This is an optimization exercise on Yosys and OpenROAD, whose aim is small area, a short achievable clock period and few clock cycles per item, not a production implementation.
At most, simulation tests tie the RTL to the original design; equivalence was not proved.

==> inputs of indigo <==
// PixelSolverMultiCore
module PixelSolverMultiCore (
  input               io_cmd_valid,
  output              io_cmd_ready,
  input      [27:0]   io_cmd_payload_x,
  input      [27:0]   io_cmd_payload_y,
  output              io_rsp_valid,
  input               io_rsp_ready,
  output     [5:0]    io_rsp_payload_iteration,
  input               clk,
  input               reset
);
clock: 10.0 ns
lec_check: 0
cap_margin: 20
core_margin: 2
core_utilization: 60
cts_buf_list: sky130_fd_sc_hd__clkbuf_16
cts_cluster_diameter: 150
cts_cluster_size: 24
setup_slack_margin: 5
slew_margin: 20
synth_hierarchical: 1
standard.sh (not shown) runs the stock make flow with config.mk's settings and CLKGATE_MAP_FILE= SYNTH_SCRIPT=/design/flow/synth_recipe.tcl, a recipe that flattens the netlist after the stock synthesis.
==> flow/flow/run.sh <==
#!/bin/bash
set -euo pipefail
MARGIN=${MARGIN:-7}
sed "s/SETUP_SLACK_MARGIN=[0-9.]*/SETUP_SLACK_MARGIN=$MARGIN/" standard.sh > standard_margin.sh
bash standard_margin.sh > standard.log 2>&1
==> inputs of delta, as changes to indigo <==
--- a/flow/design.v
+++ b/flow/design.v
@@ -20,20 +20,19 @@
   reg  [13:0] r0_bn;         
   reg  [27:0] r0_xn;         
   reg         tk;          
   reg         wb_v;        
   reg  [2:0] wb_seq;      
   reg  [5:0]  wb_res;      
-  reg  [47:0] rob_d;    
+  reg  [5:0]  rob_d [0:7];
   reg  [7:0] rob_v;
   reg  [2:0] head, alloc;
   reg  [3:0] used;
   reg         o_v;
   reg  [5:0]  o_it;
-  reg         tk_o;        
-  assign io_cmd_ready = tk_o;
+  assign io_cmd_ready = tk;
   wire        acc = tk & io_cmd_valid;
   assign io_rsp_valid = o_v;
   assign io_rsp_payload_iteration = o_it;
   wire [5:0]  itc = r0_it + 6'd1;
   wire        inx = (r0_x[27:22] == 6'd0) | (r0_x[27:22] == 6'h3f);
   wire        iny = (r0_y[27:22] == 6'd0) | (r0_y[27:22] == 6'h3f);
@@ -44,15 +43,14 @@
   wire        cyc = (itc > 6'd4) & zsmall & r0_snap[44] & ({r0_x[21:0], r0_y[21:0]} == r0_snap[43:0]);
   wire [44:0] snape = (itc[1:0] == 0) ? {zsmall, r0_x[21:0], r0_y[21:0]} : r0_snap;
   wire        live = r0_act & ~r0_lesc;
   wire        fe0 = live & (big | cyc | (itc == 6'd62));    
   wire        f620 = ~big & ~cyc;                           
   wire        fl0 = r0_act & r0_lesc;                       
-  wire        pop = o_v & io_rsp_ready;
-  wire [2:0] head_n = head + {2'd0, pop};
-  wire        byp = wr & (wr_seq == head_n);
+  wire        ld = ~o_v | io_rsp_ready;
+  wire        pop = ld & rob_v[head];
   wire        wr = wb_v | fl0;
   wire [2:0] wr_seq = wb_v ? wb_seq : r0_seq;
   wire [5:0]  wr_res = wb_v ? wb_res : r0_it;
   wire pp1;
   wire pp2;
   wire pp3;
@@ -6364,29 +6362,27 @@
       r0_lesc <= esc_l;
       r0_seq <= p2_seq;
     end
     r0_snap <= p2_snap;
     wb_seq <= p2_seq;
     wb_res <= (bg_l | (f62_l & esc_l)) ? it_l : 6'd63;
-    if (wr) rob_d[wr_seq*6 +: 6] <= wr_res;
-    o_it <= byp ? wr_res : rob_d[head_n*6 +: 6];
-    tk_o <= ~reset & free_n & room;
-    o_v <= ~reset & (byp | rob_v[head_n]);
+    if (wr) rob_d[wr_seq] <= wr_res;
+    if (ld) o_it <= rob_d[head];
+    tk <= free_n & room;
+    o_v <= ~reset & (ld ? rob_v[head] : o_v);
   end
   always @(posedge clk or posedge reset) begin
     if (reset) begin
-      tk <= 1'b0;
       r0_act <= 1'b0;
       act <= 2'd0;
       wb_v <= 1'b0;
       rob_v <= 8'd0;
       head <= 3'd0;
       alloc <= 3'd0;
       used <= 4'd0;
     end else begin
-      tk <= free_n & room;
       r0_act <= acc | cont_l;
       act <= {act[1:1], r0_act};
       wb_v <= act[2] & fe_l;
       if (acc) alloc <= alloc + 1'b1;
       used <= used + {3'd0, acc} - {3'd0, pop};
       if (pop) head <= head + 1'b1;
==> flow/flow/run.sh (replaced) <==
#!/bin/bash
set -euo pipefail
MARGIN=${MARGIN:-6.8}
sed "s/SETUP_SLACK_MARGIN=[0-9.]*/SETUP_SLACK_MARGIN=$MARGIN/" standard.sh > standard_margin.sh
bash standard_margin.sh > standard.log 2>&1
==> parameters.txt <==
Parameter                              Value

Outcome
  Run status ... no timing/DRC/antenna violations

Critical path
  Number of buffers and inverters on the critical path ... 1
  Dominant delay contributor by cell family on the critical path ... flip-flops

Clock tree
  TritonCTS sink count ... 1,152

Layout
  Core utilization of the finished layout ... 0.638
  Clock Buffer Count ... 54

GRT
  First-pass GRT wire length ... 280 mm
  Overall routing resource usage ... 0.322

Synth
  Share of the synthesized area in the top cell type ... 0.322
  Post-synth net total ... 7,310

Detailed routing
  DRT iter0 DRCs ... 3,533
# the run above: delta

==> parameters.txt <==
Parameter                              Value

Outcome
  Run status ... no timing/DRC/antenna violations

GRT
  Overall routing resource usage ... 0.339
  First-pass GRT wire length ... 296 mm

Synth
  Post-synth net total ... 7,538

Critical path
  Dominant delay contributor by cell family on the critical path ... adder cells
  Number of buffers and inverters on the critical path ... 5

Layout
  Core utilization of the finished layout ... 0.666
  Clock Buffer Count ... 55

Clock tree
  TritonCTS sink count ... 1,153

Detailed routing
  DRT iter0 DRCs ... 3,973
# the run above: indigo

Testbench counts of delta, summed over its fixed seeds: cycles 255,610, pixels 8,192.
Only the layout flow was run in indigo; the RTL was not checked for function there.

-- re-timing with driven ports --
The results above use ideal ports. As a check the final layouts listed here were re-extracted and re-timed, cells and wires unchanged. Step 1 sets driving cells, clkbuf_16 on the clock port and buf_2 on the other inputs (assumed; they add their load-dependent delay and slew). Step 2 also shifts input and output timing later by t, the mid clock arrival at the registers, as if the neighbouring blocks saw the same clock. Three values: ideal ports, drivers, drivers and shift; two values: the first two.
run	shift t [ns]	setup slack, ns	worst hold slack (ns)	worst register clock-pin slew, ns
indigo	0.793	6.600 / 6.600 / 6.266	0.316 / 0.316 / 0.316	0.11 / 0.11
delta	0.783	6.757 / 6.677 / 6.194	0.324 / 0.324 / 0.324	0.11 / 0.11
After both steps every run listed still meets setup and hold. The setup slack of delta, which loses most, moves by -0.080 ns with the drivers and by -0.563 ns with both steps.
